What follows belongs to an exercise in optimizing a design on an open flow for small area, a short achievable clock period and few clock cycles; a production flow would make more cautious choices.
Where RTL was checked, it was by simulation tests only, not by an equivalence proof against the original.
Function not checked in run 1: the RTL went through the layout flow alone.

## flow/design.v (module list and top-level ports; edited modules follow where they fit)
// module MTX_MUL: 375 lines
// module MTX_FA: 6 lines
// module MTX_XNOR: 5 lines
// module MTX_OR: 5 lines
module MTX_MUL( MP, ready, m1, m2, load, clk );
  // ...
==> flow/flow/run.sh <==
#!/bin/bash
# The standard layout (standard.sh), with three changes: ports are buffered with
# buf_1 instead of the default buffer; CTS uses clkbuf_8 sink clusters without
# dummy loads; and timing repair aims at 5.1 ns of setup slack (a 3.9 ns period),
# the clock itself staying at the design's period.
# make's output goes to flow.log here; each ORFS step also keeps its own log
# under orfs/logs/.
set -euo pipefail
bash standard.sh \
  "BUFFER_PORTS_ARGS=-buffer_cell sky130_fd_sc_hd__buf_1" \
  "CTS_ARGS=-sink_clustering_enable -repair_clock_nets -sink_clustering_size 20 -sink_clustering_max_diameter 50 -buf_list sky130_fd_sc_hd__clkbuf_8 -dont_use_dummy_load" \
  SETUP_SLACK_MARGIN=5.1 \
  finish > flow.log 2>&1
==> flow/standard.sh <==
#!/bin/bash
# synth_recipe.tcl (not shown) runs the flow's synth.tcl, then flattens the netlist and writes it again
# the make line also repeats each setting of config.mk as NAME=value (left out here)
make -C /OpenROAD-flow-scripts/flow DESIGN_CONFIG=/design/flow/config.mk WORK_HOME=/design/flow/orfs CLKGATE_MAP_FILE= SYNTH_SCRIPT=/design/flow/synth_recipe.tcl "${@:-finish}"
==> flow/config.mk <==
export PLATFORM = sky130hd
export DESIGN_NAME = MTX_MUL
export DESIGN_NICKNAME = MTX_MUL
export VERILOG_FILES = /design/flow/design.v
export SDC_FILE = /design/flow/constraint.sdc
export NUM_CORES = 4
export LEC_CHECK = 0
export ABC_CLOCK_PERIOD_IN_PS = 4000
export CAP_MARGIN = 20
export CORE_MARGIN = 2
export CORE_UTILIZATION = 75
export CTS_BUF_LIST = sky130_fd_sc_hd__clkbuf_8
export CTS_CLUSTER_DIAMETER = 50
export CTS_CLUSTER_SIZE = 20
export SETUP_SLACK_MARGIN = 5.0
export SLEW_MARGIN = 20
export SYNTH_HIERARCHICAL = 1
export SYNTH_MINIMUM_KEEP_SIZE = 0
==> flow/constraint.sdc <==
create_clock -name core_clock -period 9.0 [get_ports {clk}]
set_input_delay 1.8000 -clock core_clock [delete_from_list [all_inputs] [get_ports {clk}]]
set_output_delay 1.8000 -clock core_clock [all_outputs]
set_load 0.01 [all_outputs]
==> run_summary.xml, run 1 <==
<?xml version="1.0" encoding="UTF-8"?>
<metrics>
  <group name="synth">
    <metric name="number_of_synthesized_flops_with_an_enable_pin" unit="">32</metric>
    <metric name="synth_sequential_area_ratio" unit="">0.497</metric>
    <metric name="synth_simple_gate_area_frac" unit="">0.0871</metric>
    <metric name="synth.mux.area_fraction" unit="">0.0254</metric>
    <metric name="dominant_combinational_cell_family_by_area_after_synthesis" unit="">adder cells</metric>
    <metric name="post_synth.cell_area_avg" unit="µm²">13.4</metric>
    <metric name="ys.flop_type" unit="">sky130_fd_sc_hd__dfxtp_1</metric>
  </group>
  <group name="routing">
    <metric name="drt-met1-wl" unit="mm">10.3</metric>
    <metric name="detail_route.drc_violations" unit="">0</metric>
    <metric name="detail_route.iter0.violations" unit="">452</metric>
    <metric name="detailroute.via_count" unit="">7509</metric>
  </group>
  <group name="cells_and_area">
    <metric name="share_of_the_final_layout_cell_area_in_multi_input_gates" unit="">0.465</metric>
    <metric name="antennaDiodeCount" unit="">0</metric>
    <metric name="regMostFlops" unit="">a</metric>
    <metric name="layout-drive-gt1-share" unit="">0.118</metric>
    <metric name="finalCoreUtilization" unit="">0.807</metric>
    <metric name="final_cells" unit="">1301</metric>
  </group>
  <group name="timing">
    <metric name="report.final.setup_viol" unit="">0</metric>
    <metric name="period_needed" unit="ns">4.58</metric>
    <metric name="final_critical_path_setup_slack" unit="ns">4.42</metric>
  </group>
  <group name="worst_setup_path">
    <metric name="timing.reg2reg.worst_path_depth" unit="">7</metric>
    <metric name="worst-path-buf-inv" unit="">2</metric>
  </group>
  <group name="global_routing">
    <metric name="grt_busiest_layer" unit="">met2</metric>
    <metric name="grt.overflow.total" unit="">0</metric>
  </group>
  <group name="floorplan">
    <metric name="floorplan.rows" unit="">50</metric>
  </group>
  <group name="placement">
    <metric name="preCtsSetupSlack" unit="ns">4.67</metric>
  </group>
  <group name="status">
    <metric name="status" unit="">complete, no violations</metric>
  </group>
</metrics>
==> run 2: changes to the inputs <==
--- a/flow/design.v
+++ b/flow/design.v
@@ -8,31 +8,31 @@
 	reg pl, run, rdyn;
 	wire [4:0] idx = ( load & ~pl ) ? 5'd0 : cnt;
 	always @( posedge clk ) begin
 		pl  <= load;
 		cnt <= idx + 5'd1;
 		run <= load | ( run & ( idx != 5'd31 ) );
 		rdyn <= ~( run & ( idx >= 5'd15 ) & ( idx != 5'd31 ) );
 	end
-	reg [7:0] a [0:12];
+	reg [7:0] a [0:11];
 	integer k;
 	always @( posedge clk ) begin
 		a[0] <= m1;
-		for( k = 1; k < 13; k = k + 1 ) a[k] <= a[k-1];
+		for( k = 1; k < 12; k = k + 1 ) a[k] <= a[k-1];
 	end
 	reg [7:0] ar0, ar1, ar2, ar3;
 	always @( posedge clk ) begin
-		if( idx[1:0] == 2'b01 ) begin
-			ar0 <= a[12];
-			ar1 <= a[11];
+		if( idx[1:0] == 2'b00 ) begin
+			ar0 <= a[11];
+			ar1 <= a[10];
 		end
-		if( idx[1:0] == 2'b10 ) begin
-			ar2 <= a[11];
-			ar3 <= a[10];
+		if( idx[1:0] == 2'b01 ) begin
+			ar2 <= a[10];
+			ar3 <= a[9];
 		end
 	end
 	reg [7:0] b0 [0:3];
 	reg [7:0] b1 [0:3];
 	reg [7:0] b2 [0:3];
 	reg [7:0] b3 [0:3];
 	always @( posedge clk ) begin
 		b0[0] <= ( load && idx[3:2] == 2'd0 ) ? m2 : b0[3];
@@ -41,22 +41,23 @@
 		b3[0] <= ( load && idx[3:2] == 2'd3 ) ? m2 : b3[3];
 		for( k = 1; k < 4; k = k + 1 ) begin
 			b0[k] <= b0[k-1];
 			b1[k] <= b1[k-1];
 			b2[k] <= b2[k-1];
 			b3[k] <= b3[k-1];
 		end
 	end
-	wire [7:0] b0t = b0[1];
-	wire [7:0] b1t = b1[1];
-	wire [7:0] b2t = b2[2];
-	wire [7:0] b3t = b3[2];
+	wire [7:0] b0t = b0[0];
+	wire [7:0] b1t = b1[0];
+	wire [7:0] b2t = b2[1];
+	wire [7:0] b3t = b3[1];
 	reg [16:0] cs1a, cs1b;
 	reg [17:0] cs2a, cs2b;
+	reg [17:0] mp;
 	wire s1_1, s1_2, s1_3, s1_4, s1_5, s1_6, s1_7, s1_8, s1_9, s1_10, s1_11, s1_12, s1_13, s1_14, s1_15, s1_16, s1_17, s1_18, s1_19, s1_20, s1_21, s1_22, s1_23, s1_24, s1_25, s1_26, s1_27, s1_28, s1_29, s1_30, s1_31, s1_32, s1_33, s1_34, s1_35, s1_36, s1_37, s1_38, s1_39, s1_40, s1_41, s1_42, s1_43, s1_44, s1_45, s1_46, s1_47, s1_48, s1_49, s1_50, s1_51, s1_52, s1_53, s1_54, s1_55, s1_56, s1_57, s1_58, s1_59, s1_60, s1_61, s1_62, s1_63, s1_64, s1_65, s1_66, s1_67, s1_68, s1_69, s1_70, s1_71, s1_72, s1_73, s1_74, s1_75, s1_76, s1_77, s1_78, s1_79, s1_80, s1_81, s1_82, s1_83, s1_84, s1_85, s1_86, s1_87, s1_88, s1_89, s1_90, s1_91, s1_92, s1_93, s1_94, s1_95, s1_96, s1_97, s1_98, s1_99, s1_100, s1_101, s1_102, s1_103, s1_104, s1_105, s1_106, s1_107, s1_108, s1_109, s1_110, s1_111, s1_112, s1_113, s1_114, s1_115, s1_116, s1_117, s1_118, s1_119, s1_120, s1_121, s1_122, s1_123, s1_124, s1_125, s1_126, s1_127, s1_128, s1_129, s1_130, s1_131, s1_132, s1_133, s1_134, s1_135, s1_136, s1_137, s1_138, s1_139, s1_140, s1_141, s1_142, s1_143, s1_144, s1_145, s1_146, s1_147, s1_148, s1_149, s1_150, s1_151, s1_152, s1_153, s1_154, s1_155, s1_156, s1_157, s1_158, s1_159, s1_160, s1_161, s1_162, s1_163, s1_164, s1_165, s1_166, s1_167, s1_168, s1_169, s1_170, s1_171, s1_172, s1_173, s1_174, s1_175, s1_176, s1_177, s1_178, s1_179, s1_180, s1_181, s1_182, s1_183, s1_184, s1_185, s1_186, s1_187, s1_188, s1_189, s1_190, s1_191, s1_192, s1_193, s1_194, s1_195, s1_196, s1_197, s1_198, s1_199, s1_200, s1_201, s1_202, s1_203, s1_204, s1_205, s1_206, s1_207, s1_208;
 	MTX_FA u_s1_1 ( .a( ~( ar0[0] & b0t[6] ) ), .b( ~( ar0[1] & b0t[5] ) ), .c( ~( ar0[2] & b0t[4] ) ), .s( s1_1 ), .co( s1_2 ) );
 	MTX_FA u_s1_3 ( .a( ~( ar0[0] & b0t[7] ) ), .b( ~( ar0[1] & b0t[6] ) ), .c( ~( ar0[2] & b0t[5] ) ), .s( s1_3 ), .co( s1_4 ) );
 	MTX_FA u_s1_5 ( .a( ~( ar0[3] & b0t[4] ) ), .b( ~( ar0[4] & b0t[3] ) ), .c( ~( ar0[5] & b0t[2] ) ), .s( s1_5 ), .co( s1_6 ) );
 	MTX_FA u_s1_7 ( .a( ~( ar0[1] & b0t[7] ) ), .b( ~( ar0[2] & b0t[6] ) ), .c( ~( ar0[3] & b0t[5] ) ), .s( s1_7 ), .co( s1_8 ) );
 	MTX_FA u_s1_9 ( .a( ~( ar0[4] & b0t[4] ) ), .b( ~( ar0[5] & b0t[3] ) ), .c( ~( ar0[6] & b0t[2] ) ), .s( s1_9 ), .co( s1_10 ) );
 	MTX_FA u_s1_11 ( .a( ~( ar0[2] & b0t[7] ) ), .b( ~( ar0[3] & b0t[6] ) ), .c( ~( ar0[4] & b0t[5] ) ), .s( s1_11 ), .co( s1_12 ) );
 	MTX_FA u_s1_13 ( .a( ~( ar0[0] & b0t[4] ) ), .b( ~( ar0[1] & b0t[3] ) ), .c( ~( ar0[2] & b0t[2] ) ), .s( s1_13 ), .co( s1_14 ) );
@@ -365,19 +366,20 @@
 	assign pg4_16 = ag[16] | ( ap[16] & pg3_15 );
 	assign pg4_17 = pg0_17 | ( pp0_17 & pg3_15 );
 	wire [17:0] fsum = { ( ap[17] ^ pg4_16 ), ( ap[16] ^ pg3_15 ), ( ap[15] ^ pg3_14 ), ( ap[14] ^ pg3_13 ), ( ap[13] ^ pg3_12 ), ( ap[12] ^ pg3_11 ), ( ap[11] ^ pg3_10 ), ( ap[10] ^ pg3_9 ), ( ap[9] ^ pg3_8 ), ( ap[8] ^ pg2_7 ), ( ap[7] ^ pg2_6 ), ( ap[6] ^ pg2_5 ), ( ap[5] ^ pg2_4 ), ( ap[4] ^ pg1_3 ), ( ap[3] ^ pg1_2 ), ( ap[2] ^ pg0_1 ), ( ap[1] ^ ag0 ), ~ap[0] };
 	always @( posedge clk ) begin
 		cs1a <= s1a;
 		cs1b <= s1b;
 		cs2a <= s2a;
 		cs2b <= s2b;
+		mp <= ~fsum;
 	end
 	assign ready = ~( rdyn | load );
-	assign MP = ~fsum;
+	assign MP = mp;
 endmodule
 module MTX_FA( a, b, c, s, co );
 	input a, b, c;
 	output s, co;
 	assign s = a ^ b ^ c;
 	assign co = ( a & b ) | ( a & c ) | ( b & c );
 endmodule
 module MTX_XNOR( a, b, y );
--- a/flow/flow/run.sh
+++ b/flow/flow/run.sh
@@ -4,10 +4,10 @@
 # dummy loads; and timing repair aims at 5.1 ns of setup slack (a 3.9 ns period),
 # the clock itself staying at the design's period.
 # make's output goes to flow.log here; each ORFS step also keeps its own log
 # under orfs/logs/.
 set -euo pipefail
 bash standard.sh \
   "BUFFER_PORTS_ARGS=-buffer_cell sky130_fd_sc_hd__buf_1" \
   "CTS_ARGS=-sink_clustering_enable -repair_clock_nets -sink_clustering_size 20 -sink_clustering_max_diameter 50 -buf_list sky130_fd_sc_hd__clkbuf_8 -dont_use_dummy_load" \
-  SETUP_SLACK_MARGIN=5.1 \
+  SETUP_SLACK_MARGIN=5.05 \
   finish > flow.log 2>&1
==> run 2 against run 1 <==
Routed wire length is 3.1% lower. Register-to-register slack worse by 0.04 ns. Global-route usage is 1.1 points lower. Worst hold slack gained 0.040 ns. Sequential cell count up 10. Cell count hardly changed. Sequential share of layout area increased by 1.5 points. Via count decreased by 0.96%. Critical path type is now input port to output pin. Highest routed layer unchanged.
==> run_summary.xml, run 2 <==
<?xml version="1.0" encoding="UTF-8"?>
<metrics>
  <group name="synth">
    <metric name="synthesis.area" unit="µm²">14400</metric>
    <metric name="synth_compound_area_frac" unit="">0.0161</metric>
    <metric name="synth.mux.area_fraction" unit="">0.0250</metric>
    <metric name="synth_simple_gate_area_frac" unit="">0.0864</metric>
    <metric name="synth_common_cells" unit="">314 x sky130_fd_sc_hd__dfxtp_1, 265 x sky130_fd_sc_hd__nand2_1, 227 x sky130_fd_sc_hd__fa_1</metric>
    <metric name="ys_warn_count" unit="">12</metric>
    <metric name="synth.most_common_cell" unit="">sky130_fd_sc_hd__dfxtp_1</metric>
    <metric name="synth-xor-area-share" unit="">0.0140</metric>
    <metric name="dominant_combinational_cell_family_by_area_after_synthesis" unit="">adder cells</metric>
    <metric name="synth_top_cell_area_share" unit="">0.436</metric>
    <metric name="number_of_synthesized_flops_with_an_enable_pin" unit="">32</metric>
    <metric name="ys.flop_type" unit="">sky130_fd_sc_hd__dfxtp_1</metric>
    <metric name="synth_sequential_area_ratio" unit="">0.503</metric>
    <metric name="postSynth.asyncResetShare" unit="">0</metric>
    <metric name="synth.top_cells.by_area" unit="">sky130_fd_sc_hd__dfxtp_1 44%, sky130_fd_sc_hd__fa_1 32%, sky130_fd_sc_hd__nand2_1 6.9%</metric>
    <metric name="post_synth.cell_area_avg" unit="µm²">13.5</metric>
    <metric name="syn_nets" unit="">1336</metric>
    <metric name="synthAdderAreaFrac" unit="">0.334</metric>
    <metric name="yosys.area.top_type" unit="">sky130_fd_sc_hd__dfxtp_1</metric>
    <metric name="syn_inst" unit="">1070</metric>
    <metric name="synth-seq-cells" unit="">346</metric>
    <metric name="yosysUniqueCellTypes" unit="">44</metric>
  </group>
  <group name="worst_setup_path">
    <metric name="critical_path.slowest_cell" unit="">sky130_fd_sc_hd__buf_2</metric>
    <metric name="cp-end-kind" unit="">output pin</metric>
    <metric name="required" unit="ns">7.20</metric>
    <metric name="rrSetupSlack" unit="ns">5.20</metric>
    <metric name="timing.critical_path.from" unit="">load</metric>
    <metric name="worstSetupStartpointType" unit="">input port</metric>
    <metric name="r2r-end" unit="">cs2a[9]</metric>
    <metric name="startpoint_of_the_most_critical_register_to_register_path" unit="">b2[1][0]</metric>
    <metric name="critPathMaxStageDelay" unit="ns">0.13</metric>
    <metric name="path_class" unit="">input port to output pin</metric>
    <metric name="worstPathArrival" unit="ns">2.12</metric>
    <metric name="timing.reg2reg.worst_path_depth" unit="">7</metric>
    <metric name="crit_path_max_fanout" unit="">8</metric>
    <metric name="worstPathCellList" unit="">buf_6 -&gt; nor2_2 -&gt; buf_2</metric>
  </group>
  <group name="timing">
    <metric name="unrepaired_setup_endpoints_after_global_routing" unit="">false</metric>
    <metric name="timing_worst_slew_pin_value" unit="ns">0.919</metric>
    <metric name="final_critical_path_setup_slack" unit="ns">5.08</metric>
    <metric name="final_report_max_slew_violation_count" unit="">0</metric>
    <metric name="period_share" unit="">0.435</metric>
    <metric name="timing.setup.tns" unit="ns">0</metric>
    <metric name="maxClockFrequency" unit="GHz">0.255</metric>
    <metric name="period_needed" unit="ns">3.92</metric>
    <metric name="report.final.setup_viol" unit="">0</metric>
    <metric name="timing.max_slew.rel_slack" unit="">0.384</metric>
    <metric name="report.final.hold_viol_count" unit="">0</metric>
    <metric name="hold_slack" unit="ns">0.291</metric>
    <metric name="worst_clock_skew" unit="ns">0.0728</metric>
  </group>
  <group name="floorplan">
    <metric name="die_height" unit="µm">143</metric>
    <metric name="dieArea" unit="µm²">20300</metric>
    <metric name="floorplan.rows" unit="">50</metric>
    <metric name="initial_core_util" unit="">0.768</metric>
    <metric name="core_area" unit="µm²">18800</metric>
    <metric name="ios" unit="">37</metric>
    <metric name="floorplan.die.width" unit="µm">143</metric>
  </group>
  <group name="cells_and_area">
    <metric name="final_cells" unit="">1300</metric>
    <metric name="max_reg_flops" unit="">96</metric>
    <metric name="layout.cells.most_common" unit="">sky130_fd_sc_hd__dfxtp_1</metric>
    <metric name="regMostFlops" unit="">a</metric>
    <metric name="area_growth_syn_to_layout" unit="%">3.79</metric>
    <metric name="finalCoreUtilization" unit="">0.797</metric>
    <metric name="fin_nets" unit="">1334</metric>
    <metric name="most-common-layout-cells" unit="">314 x sky130_fd_sc_hd__dfxtp_1, 265 x sky130_fd_sc_hd__nand2_1, 227 x sky130_fd_sc_hd__fa_1</metric>
    <metric name="layout-drive-gt1-share" unit="">0.0657</metric>
    <metric name="antennaDiodeCount" unit="">0</metric>
    <metric name="stdcell_area" unit="µm²">15000</metric>
  </group>
  <group name="clock_tree">
    <metric name="worstSkewPairLatency" unit="ns">0.58</metric>
    <metric name="cts_buffer_depth" unit="">3</metric>
    <metric name="tritoncts" unit="">yes</metric>
    <metric name="clock_tree.htree_level_count" unit="">1</metric>
    <metric name="cts-buffers-inserted" unit="">26</metric>
    <metric name="clock-sinks" unit="">346</metric>
    <metric name="cts_root_cell" unit="">sky130_fd_sc_hd__clkbuf_8</metric>
    <metric name="post-cts-setup-buffer-count" unit="">0</metric>
    <metric name="clkTransAtPathRegs" unit="ns">0.11</metric>
  </group>
  <group name="global_routing">
    <metric name="global_route.usage.total" unit="">0.273</metric>
    <metric name="grt_max_degree" unit="">21</metric>
    <metric name="grt_first_pass_wirelength" unit="mm">41.7</metric>
    <metric name="groute.layer.met1.usage" unit="">0.355</metric>
    <metric name="grt_use_met2" unit="">0.478</metric>
    <metric name="grt_busiest_layer" unit="">met2</metric>
    <metric name="grt.overflow.total" unit="">0</metric>
    <metric name="initial_antenna_violation_count" unit="">0</metric>
    <metric name="grt.met3_usage" unit="">0.0409</metric>
    <metric name="first_global_vias" unit="">8229</metric>
  </group>
  <group name="job">
    <metric name="cap_violations" unit="">0</metric>
  </group>
  <group name="placement">
    <metric name="dpl.hpwl" unit="mm">19.4</metric>
    <metric name="placed_cell_area" unit="µm²">14600</metric>
    <metric name="preCtsSetupSlack" unit="ns">4.92</metric>
    <metric name="place.detailed.instances" unit="">1274</metric>
    <metric name="buffer_ports.inserted" unit="">36</metric>
    <metric name="final_estimated_routing_congestion_in_global_placement" unit="">0.927</metric>
  </group>
  <group name="routing">
    <metric name="detail_route.iter0.violations" unit="">457</metric>
    <metric name="drt-wirelength-per-cell" unit="µm">19.6</metric>
    <metric name="detail_route.drc_violations" unit="">0</metric>
    <metric name="routed_via_density" unit="">5.72</metric>
    <metric name="firstDrtPassIters" unit="">5</metric>
    <metric name="route.antenna.remaining_nets" unit="">0</metric>
    <metric name="wirelength" unit="mm">25.5</metric>
    <metric name="detailroute.via_count" unit="">7437</metric>
  </group>
  <group name="min_path">
    <metric name="hold_path_depth" unit="">0</metric>
    <metric name="min-delay-path-class" unit="">register to register</metric>
    <metric name="hold_start" unit="">b3[2][4]</metric>
    <metric name="end_of_the_worst_hold_path" unit="">b3[3][4]</metric>
  </group>
  <group name="status">
    <metric name="status" unit="">complete, no violations</metric>
  </group>
</metrics>
run 2: cell count changes after synthesis, sizes merged, moves of 2 or more:
cell / change
dfxtp: +10
buf: +2
clkbuf: -2
nand2b: -2
run 2: worst max path at each step:
| stage | end | slack [ns] |
|---|---|---|
| finish | ready | 5.08 |
| global route | ready | 5.06 |
| CTS | ready | 5.07 |
| detailed placement | ready | 4.92 |
| global placement | ready | 4.98 |
| floorplan | ready | 5.08 |
run 2: timing repair:
action                     in CTS  in global routing
cloned                          0                  0
hold endpoints to repair        0                  0
setup endpoints to repair       1                  1
pin swaps                       1                  0
hold buffers                    0                  0
gates resized for setup         4                  1
run 2: Yosys stat by module, one instance, submodules excluded:
module,flip-flops and latches,cells,area (µm²),copies in the design
MTX_FA,0,1,20.0,223
MTX_MUL,346,821,9750,1
MTX_XNOR,0,1,8.76,13
MTX_OR,0,1,6.26,13
run 2: cells by family after synthesis:
group / after synthesis
flops: 346
simple gates: 307
fa+ha+maj: 248
buf+inv: 84
mux: 32
compound gates: 30
xor+xnor: 23
run 2: cell type report:
cell class | instances | area [µm²]
Tap cell | 234 | 293
Sequential cell | 346 | 7250
Inverter | 18 | 67.6
Clock buffer | 26 | 358
Fill cell | 1110 | 3810
Timing Repair Buffer | 36 | 144
Multi-Input combinational cell | 640 | 6850
run 2: per-layer routing:
metal,up-vias,share of wire
met5,-,0
met4,0,0.034
met3,70,0.061
met2,280,0.52
met1,3806,0.39
li1,3281,-
run 2: worst max-delay path, delay by kind of cell:
kind	cells	cell delay [ns]
buf+inv	2	0.24
simple gates	1	0.07
Testbench counts of run 2, summed over its fixed seeds: cycles 6,144.
==> run 3: changes to the inputs <==
--- a/flow/flow/run.sh
+++ b/flow/flow/run.sh
@@ -9,5 +9,5 @@
 bash standard.sh \
   "BUFFER_PORTS_ARGS=-buffer_cell sky130_fd_sc_hd__buf_1" \
   "CTS_ARGS=-sink_clustering_enable -repair_clock_nets -sink_clustering_size 20 -sink_clustering_max_diameter 50 -buf_list sky130_fd_sc_hd__clkbuf_8 -dont_use_dummy_load" \
-  SETUP_SLACK_MARGIN=5.05 \
+  SETUP_SLACK_MARGIN=5.15 \
   finish > flow.log 2>&1
==> run 3 against run 2 <==
Register-to-register slack improved by 0.03 ns. Die area unchanged. Critical path depth unchanged. Worst hold slack got worse by 0.023 ns. Largest cell class unchanged. Sequential share of layout area about the same. Via count increased by 0.70%. Cell count unchanged. Still clean. Synthesized area unchanged.
==> run_summary.xml, run 3 <==
<?xml version="1.0" encoding="UTF-8"?>
<metrics>
  <group name="routing">
    <metric name="routed_via_density" unit="">5.76</metric>
    <metric name="detailroute.via_count" unit="">7489</metric>
    <metric name="drt-wirelength-per-cell" unit="µm">19.9</metric>
    <metric name="detail_route.drc_violations" unit="">0</metric>
    <metric name="wirelength" unit="mm">25.9</metric>
    <metric name="firstDrtPassIters" unit="">5</metric>
    <metric name="route.antenna.remaining_nets" unit="">0</metric>
    <metric name="detail_route.iter0.violations" unit="">497</metric>
  </group>
  <group name="cells_and_area">
    <metric name="layout.cells.most_common" unit="">sky130_fd_sc_hd__dfxtp_1</metric>
    <metric name="area_growth_syn_to_layout" unit="%">3.92</metric>
    <metric name="finalCoreUtilization" unit="">0.798</metric>
    <metric name="fillerInstances" unit="">1080</metric>
    <metric name="layout.area.seq" unit="µm²">7250</metric>
    <metric name="area_occupied_by_multi_input_gates" unit="µm²">6850</metric>
    <metric name="antennaDiodeCount" unit="">0</metric>
    <metric name="regMostFlops" unit="">a</metric>
    <metric name="fin_nets" unit="">1334</metric>
    <metric name="most-common-layout-cells" unit="">311 x sky130_fd_sc_hd__dfxtp_1, 265 x sky130_fd_sc_hd__nand2_1, 227 x sky130_fd_sc_hd__fa_1</metric>
    <metric name="layout-drive-gt1-share" unit="">0.0685</metric>
    <metric name="max_reg_flops" unit="">96</metric>
  </group>
  <group name="synth">
    <metric name="number_of_synthesized_flops_with_an_enable_pin" unit="">32</metric>
    <metric name="synth_sequential_area_ratio" unit="">0.503</metric>
    <metric name="syn_inst" unit="">1070</metric>
    <metric name="yosysUniqueCellTypes" unit="">44</metric>
    <metric name="synth_top_cell_area_share" unit="">0.436</metric>
    <metric name="ys_warn_count" unit="">12</metric>
    <metric name="synth_common_cells" unit="">314 x sky130_fd_sc_hd__dfxtp_1, 265 x sky130_fd_sc_hd__nand2_1, 227 x sky130_fd_sc_hd__fa_1</metric>
    <metric name="post_synth.cell_area_avg" unit="µm²">13.5</metric>
    <metric name="ys.flop_type" unit="">sky130_fd_sc_hd__dfxtp_1</metric>
    <metric name="synth.most_common_cell" unit="">sky130_fd_sc_hd__dfxtp_1</metric>
    <metric name="synth.top_cells.by_area" unit="">sky130_fd_sc_hd__dfxtp_1 44%, sky130_fd_sc_hd__fa_1 32%, sky130_fd_sc_hd__nand2_1 6.9%</metric>
    <metric name="syn_nets" unit="">1336</metric>
    <metric name="yosys.area.top_type" unit="">sky130_fd_sc_hd__dfxtp_1</metric>
    <metric name="postSynth.asyncResetShare" unit="">0</metric>
    <metric name="synthesis.area" unit="µm²">14400</metric>
    <metric name="synth-seq-cells" unit="">346</metric>
  </group>
  <group name="timing">
    <metric name="worst_clock_skew" unit="ns">0.0889</metric>
    <metric name="final_report_max_slew_violation_count" unit="">0</metric>
    <metric name="period_needed" unit="ns">3.87</metric>
    <metric name="timing_worst_slew_pin_value" unit="ns">0.956</metric>
    <metric name="unrepaired_setup_endpoints_after_global_routing" unit="">true</metric>
    <metric name="report.final.setup_viol" unit="">0</metric>
    <metric name="timing.setup.tns" unit="ns">0</metric>
    <metric name="period_share" unit="">0.430</metric>
    <metric name="maxClockFrequency" unit="GHz">0.258</metric>
    <metric name="timing.max_slew.rel_slack" unit="">0.360</metric>
    <metric name="report.final.hold_viol_count" unit="">0</metric>
    <metric name="final_critical_path_setup_slack" unit="ns">5.13</metric>
  </group>
  <group name="min_path">
    <metric name="min-delay-path-class" unit="">register to register</metric>
  </group>
  <group name="clock_tree">
    <metric name="cts_buffer_depth" unit="">3</metric>
    <metric name="tritoncts" unit="">yes</metric>
    <metric name="cts-buffers-inserted" unit="">25</metric>
    <metric name="holdBufCountCts" unit="">0</metric>
    <metric name="worstSkewPairLatency" unit="ns">0.59</metric>
    <metric name="cts_root_cell" unit="">sky130_fd_sc_hd__clkbuf_8</metric>
    <metric name="clock-sinks" unit="">346</metric>
    <metric name="clkTransAtPathRegs" unit="ns">0.10</metric>
    <metric name="clock_tree.htree_level_count" unit="">1</metric>
  </group>
  <group name="worst_setup_path">
    <metric name="worstPathCellList" unit="">buf_12 -&gt; nor2_4 -&gt; buf_6</metric>
    <metric name="crit_path_max_fanout" unit="">2</metric>
    <metric name="required" unit="ns">7.20</metric>
    <metric name="path_class" unit="">input port to output pin</metric>
    <metric name="critical_path.slowest_cell" unit="">sky130_fd_sc_hd__buf_12</metric>
    <metric name="worstPathArrival" unit="ns">2.07</metric>
    <metric name="critPathMaxStageDelay" unit="ns">0.10</metric>
    <metric name="worstSetupStartpointType" unit="">input port</metric>
    <metric name="cp-end-kind" unit="">output pin</metric>
  </group>
  <group name="placement">
    <metric name="buffer_ports.inserted" unit="">36</metric>
    <metric name="preCtsSetupSlack" unit="ns">4.95</metric>
    <metric name="dpl.hpwl" unit="mm">19.9</metric>
    <metric name="final_estimated_routing_congestion_in_global_placement" unit="">0.931</metric>
  </group>
  <group name="floorplan">
    <metric name="core_area" unit="µm²">18800</metric>
    <metric name="floorplan.die.width" unit="µm">143</metric>
    <metric name="ios" unit="">37</metric>
    <metric name="dieArea" unit="µm²">20300</metric>
    <metric name="floorplan.rows" unit="">50</metric>
    <metric name="initial_core_util" unit="">0.768</metric>
    <metric name="die_height" unit="µm">143</metric>
  </group>
  <group name="global_routing">
    <metric name="grt_first_pass_wirelength" unit="mm">41.8</metric>
    <metric name="global_route.usage.total" unit="">0.276</metric>
    <metric name="grt_max_degree" unit="">21</metric>
    <metric name="first_global_vias" unit="">8325</metric>
    <metric name="grt.overflow.total" unit="">0</metric>
    <metric name="initial_antenna_violation_count" unit="">0</metric>
  </group>
  <group name="job">
    <metric name="cap_violations" unit="">0</metric>
  </group>
  <group name="status">
    <metric name="status" unit="">complete, no violations</metric>
  </group>
</metrics>
==> run 3: final cells by class <==
type | count | share of cell area
Multi-Input combinational cell | 640 | 0.458
Clock buffer | 25 | 0.0230
Inverter | 18 | 0.00451
Tap cell | 234 | 0.0196
Sequential cell | 346 | 0.484
Timing Repair Buffer | 37 | 0.0111
==> run 3: kinds of logic after synthesis <==
group,count (synthesis),share of synthesized area
AOI/OAI and AO/OA,30,0.0161
adders and majority gates,248,0.334
muxes,32,0.0250
buffers and inverters,84,0.0221
and+or+nand+nor,307,0.0864
xor gates and xnor gates,23,0.0140
DFF,346,0.503
==> run 3: layer usage <==
metal,GRT usage,vias to the layer above,part of all wire
li1,-,3283,-
met1,0.340,3810,0.37
met2,0.478,305,0.52
met3,0.0436,91,0.059
met4,0.138,0,0.052
met5,0,-,0
==> run 3: Yosys stat by module (local to each module, per instance) <==
| module | copies in the design | cell area [µm²] | cells inside | flip-flops and latches |
|---|---|---|---|---|
| MTX_XNOR | 13 | 8.76 | 1 | 0 |
| MTX_MUL | 1 | 9750 | 821 | 346 |
| MTX_OR | 13 | 6.26 | 1 | 0 |
| MTX_FA | 223 | 20.0 | 1 | 0 |
==> run 3: repair_timing <==
item,4_1_cts,5_1_grt
resized for setup,5,5
hold endpoints to repair,0,0
buffers inserted,0,1
setup endpoints to repair,1,4
pin swaps,0,0
==> run 3: stage by stage <==
| stage | cell area [µm²] | hold slack, ns | std cells |
|---|---|---|---|
| finish | 15000 | 0.268 | 1300 |
| CTS | 15000 | 0.263 | 1299 |
| floorplan | 14400 | 0.310 | 1070 |
| global route | 15000 | 0.254 | 1300 |
| detailed placement | 14600 | 0.312 | 1274 |
| global placement | 14600 | 0.310 | 1274 |
==> run 3: final timing paths <==
kind              startpoint       end  slack (ns)  cells after the start
setup reg to reg    b2[1][5]   cs2a[9]        5.23                      7
hold reg to reg     b2[0][2]  b2[1][2]        0.27                      0
hold / removal      b2[0][2]  b2[1][2]        0.27                      0
setup / recovery        load     ready        5.13                      3
==> run 3: worst max-delay path: cells and delay by family <==
kind / cells / cell delay [ns]
and+or+nand+nor: 1 / 0.07
buffers and inverters: 2 / 0.20
==> run 4: changes to the inputs <==
--- a/flow/flow/run.sh
+++ b/flow/flow/run.sh
@@ -9,5 +9,5 @@
 bash standard.sh \
   "BUFFER_PORTS_ARGS=-buffer_cell sky130_fd_sc_hd__buf_1" \
   "CTS_ARGS=-sink_clustering_enable -repair_clock_nets -sink_clustering_size 20 -sink_clustering_max_diameter 50 -buf_list sky130_fd_sc_hd__clkbuf_8 -dont_use_dummy_load" \
-  SETUP_SLACK_MARGIN=5.15 \
+  SETUP_SLACK_MARGIN=5.1 \
   finish > flow.log 2>&1
==> run 4 against run 3 <==
Setup slack got worse by 0.022 ns. Sequential share of layout area increased by 0.073 points. Clock skew decreased by 0.0094 ns. Global-route usage increased by 0.15 points. Synthesized cell count unchanged. Register-to-register slack about the same.
==> run_summary.xml, run 4 <==
<?xml version="1.0" encoding="UTF-8"?>
<metrics>
  <group name="placement">
    <metric name="final_estimated_routing_congestion_in_global_placement" unit="">0.915</metric>
    <metric name="buffer_ports.inserted" unit="">36</metric>
    <metric name="dpl.hpwl" unit="mm">19.6</metric>
    <metric name="placed_cell_area" unit="µm²">14600</metric>
  </group>
  <group name="cells_and_area">
    <metric name="finalCoreUtilization" unit="">0.797</metric>
    <metric name="max_reg_flops" unit="">96</metric>
    <metric name="stdcell_area" unit="µm²">14900</metric>
    <metric name="regMostFlops" unit="">a</metric>
    <metric name="layout-drive-gt1-share" unit="">0.0667</metric>
    <metric name="most-common-layout-cells" unit="">312 x sky130_fd_sc_hd__dfxtp_1, 265 x sky130_fd_sc_hd__nand2_1, 227 x sky130_fd_sc_hd__fa_1</metric>
    <metric name="fin_nets" unit="">1333</metric>
    <metric name="layout.cells.most_common" unit="">sky130_fd_sc_hd__dfxtp_1</metric>
    <metric name="antennaDiodeCount" unit="">0</metric>
    <metric name="area_growth_syn_to_layout" unit="%">3.74</metric>
  </group>
  <group name="synth">
    <metric name="synth-seq-cells" unit="">346</metric>
    <metric name="postSynth.asyncResetShare" unit="">0</metric>
    <metric name="synth_common_cells" unit="">314 x sky130_fd_sc_hd__dfxtp_1, 265 x sky130_fd_sc_hd__nand2_1, 227 x sky130_fd_sc_hd__fa_1</metric>
    <metric name="synth_top_cell_area_share" unit="">0.436</metric>
    <metric name="number_of_synthesized_flops_with_an_enable_pin" unit="">32</metric>
    <metric name="post_synth.cell_area_avg" unit="µm²">13.5</metric>
    <metric name="synth_sequential_area_ratio" unit="">0.503</metric>
    <metric name="synth.top_cells.by_area" unit="">sky130_fd_sc_hd__dfxtp_1 44%, sky130_fd_sc_hd__fa_1 32%, sky130_fd_sc_hd__nand2_1 6.9%</metric>
    <metric name="ys_warn_count" unit="">12</metric>
    <metric name="syn_nets" unit="">1336</metric>
    <metric name="synthesis.area" unit="µm²">14400</metric>
    <metric name="yosys.area.top_type" unit="">sky130_fd_sc_hd__dfxtp_1</metric>
    <metric name="syn_inst" unit="">1070</metric>
    <metric name="yosysUniqueCellTypes" unit="">44</metric>
    <metric name="ys.flop_type" unit="">sky130_fd_sc_hd__dfxtp_1</metric>
    <metric name="synth.most_common_cell" unit="">sky130_fd_sc_hd__dfxtp_1</metric>
  </group>
  <group name="clock_tree">
    <metric name="clkTransAtPathRegs" unit="ns">0.10</metric>
    <metric name="clock-sinks" unit="">346</metric>
    <metric name="worstSkewPairLatency" unit="ns">0.59</metric>
    <metric name="holdBufCountCts" unit="">0</metric>
    <metric name="cts_buffer_depth" unit="">3</metric>
    <metric name="post-cts-setup-buffer-count" unit="">0</metric>
    <metric name="tritoncts" unit="">yes</metric>
    <metric name="cts-buffers-inserted" unit="">25</metric>
    <metric name="clock_tree.htree_level_count" unit="">1</metric>
    <metric name="cts_root_cell" unit="">sky130_fd_sc_hd__clkbuf_8</metric>
  </group>
  <group name="routing">
    <metric name="detail_route.iter0.violations" unit="">413</metric>
    <metric name="firstDrtPassIters" unit="">5</metric>
    <metric name="wirelength" unit="mm">25.8</metric>
    <metric name="detailroute.via_count" unit="">7450</metric>
    <metric name="detail_route.drc_violations" unit="">0</metric>
    <metric name="routed_via_density" unit="">5.74</metric>
    <metric name="drt-wirelength-per-cell" unit="µm">19.8</metric>
    <metric name="route.antenna.remaining_nets" unit="">0</metric>
  </group>
  <group name="min_path">
    <metric name="min-delay-path-class" unit="">register to register</metric>
  </group>
  <group name="global_routing">
    <metric name="grt_max_degree" unit="">21</metric>
    <metric name="global_route.usage.total" unit="">0.277</metric>
    <metric name="first_global_vias" unit="">8282</metric>
    <metric name="grt_first_pass_wirelength" unit="mm">41.9</metric>
    <metric name="initial_antenna_violation_count" unit="">0</metric>
    <metric name="grt.overflow.total" unit="">0</metric>
  </group>
  <group name="floorplan">
    <metric name="floorplan.die.width" unit="µm">143</metric>
    <metric name="core_area" unit="µm²">18800</metric>
    <metric name="initial_core_util" unit="">0.768</metric>
    <metric name="die_height" unit="µm">143</metric>
    <metric name="dieArea" unit="µm²">20300</metric>
    <metric name="floorplan.rows" unit="">50</metric>
    <metric name="ios" unit="">37</metric>
  </group>
  <group name="status">
    <metric name="status" unit="">complete, no violations</metric>
  </group>
  <group name="timing">
    <metric name="timing.max_slew.rel_slack" unit="">0.324</metric>
    <metric name="period_share" unit="">0.432</metric>
    <metric name="period_needed" unit="ns">3.89</metric>
    <metric name="final_report_max_slew_violation_count" unit="">0</metric>
    <metric name="unrepaired_setup_endpoints_after_global_routing" unit="">true</metric>
    <metric name="maxClockFrequency" unit="GHz">0.257</metric>
    <metric name="worst_clock_skew" unit="ns">0.0795</metric>
    <metric name="timing_worst_slew_pin_value" unit="ns">1.01</metric>
    <metric name="report.final.setup_viol" unit="">0</metric>
    <metric name="report.final.hold_viol_count" unit="">0</metric>
    <metric name="timing.setup.tns" unit="ns">0</metric>
  </group>
  <group name="worst_setup_path">
    <metric name="critical-path-top-delay-family" unit="">buffers and inverters</metric>
    <metric name="worst-path-buf-inv" unit="">2</metric>
    <metric name="worstSetupStartpointType" unit="">input port</metric>
    <metric name="required" unit="ns">7.20</metric>
    <metric name="critPathMaxStageDelay" unit="ns">0.12</metric>
    <metric name="critical_path.slowest_cell" unit="">sky130_fd_sc_hd__buf_2</metric>
    <metric name="worstPathArrival" unit="ns">2.09</metric>
    <metric name="crit_path_max_fanout" unit="">8</metric>
    <metric name="worstPathCellList" unit="">buf_8 -&gt; nor2_2 -&gt; buf_2</metric>
    <metric name="path_class" unit="">input port to output pin</metric>
    <metric name="cp-end-kind" unit="">output pin</metric>
  </group>
  <group name="job">
    <metric name="cap_violations" unit="">0</metric>
  </group>
</metrics>
## run 4: worst paths after layout
kind	from	end	slack, ns	cells past startpoint
setup / recovery	load	ready	5.11	3
hold / removal	b0[1][7]	b0[2][7]	0.28	0
setup reg to reg	b2[1][2]	cs2a[9]	5.24	7
hold reg to reg	b0[1][7]	b0[2][7]	0.28	0
## run 4: modules after synthesis (local to each module, per instance)
module    area (µm²)  copies in the design
MTX_OR          6.26                    13
MTX_MUL         9750                     1
MTX_XNOR        8.76                    13
MTX_FA          20.0                   223
## run 4: area by class of cell
| cell class | instances | area [µm²] |
|---|---|---|
| inverter | 18 | 67.6 |
| clock buffer | 25 | 344 |
| fill | 1071 | 3820 |
| sequential | 346 | 7250 |
| timing repair buffer | 36 | 148 |
| multi-input combinational | 640 | 6850 |
| tap | 234 | 293 |
## run 4: stage by stage
stage / instances / worst slack (ns) / hold WS [ns]
after floorplan: 1070 / 5.12 / 0.310
after global placement: 1274 / 4.97 / 0.310
after detailed placement: 1274 / 4.95 / 0.312
after CTS: 1299 / 5.10 / 0.277
after global routing: 1299 / 5.09 / 0.268
final: 1299 / 5.11 / 0.275
## run 4: routing by layer
layer | GRT usage | vias up | wire [µm]
li1 | - | 3280 | -
met5 | 0 | - | 0
met3 | 0.0483 | 84 | 1440
met2 | 0.461 | 270 | 12900
met1 | 0.355 | 3816 | 9990
met4 | 0.143 | 0 | 1420
## run 4: logic make-up after synthesis
kind of cell / Yosys count / synth area share
xor+xnor: 23 / 0.0140
fa+ha+maj: 248 / 0.334
mux: 32 / 0.0250
buf+inv: 84 / 0.0221
flops: 346 / 0.503
simple gates: 307 / 0.0864
compound gates: 30 / 0.0161
## run 4: timing repair
| action | CTS | global route |
|---|---|---|
| resized for setup | 4 | 3 |
| pin swaps | 1 | 0 |
| gates cloned | 0 | 0 |
| setup endpoints to repair | 1 | 2 |

-- re-timing with driven ports --
Ports are ideal in the flow. The routed layouts listed here were re-timed in OpenROAD. Step 1 sets driving cells, clkbuf_16 on the clock port and buf_2 on the other inputs (assumed; they add their load-dependent delay and slew). Step 2, shift: input delay + t, output delay - t, t = (earliest + latest rising clock arrival at the registers) / 2. This alone moves slack from input paths to output paths. Slacks: no drivers / after step 1 / after step 2; pairs: no drivers / after step 1.
run | shift t [ns] | setup WS [ns] | latest minus earliest clock arrival (ns)
run 1 | 0.566 | 4.425 / 4.385 / 4.950 | 0.067 / 0.067
run 2 | 0.586 | 5.084 / 5.053 / 5.053 | 0.073 / 0.073
run 3 | 0.590 | 5.131 / 5.085 / 5.085 | 0.089 / 0.089
run 4 | 0.598 | 5.109 / 5.068 / 5.068 | 0.080 / 0.080
After both steps setup and hold are still met in every run listed. The setup slack of run 3, which loses most, moves by -0.046 ns with the drivers and by -0.046 ns with both steps.
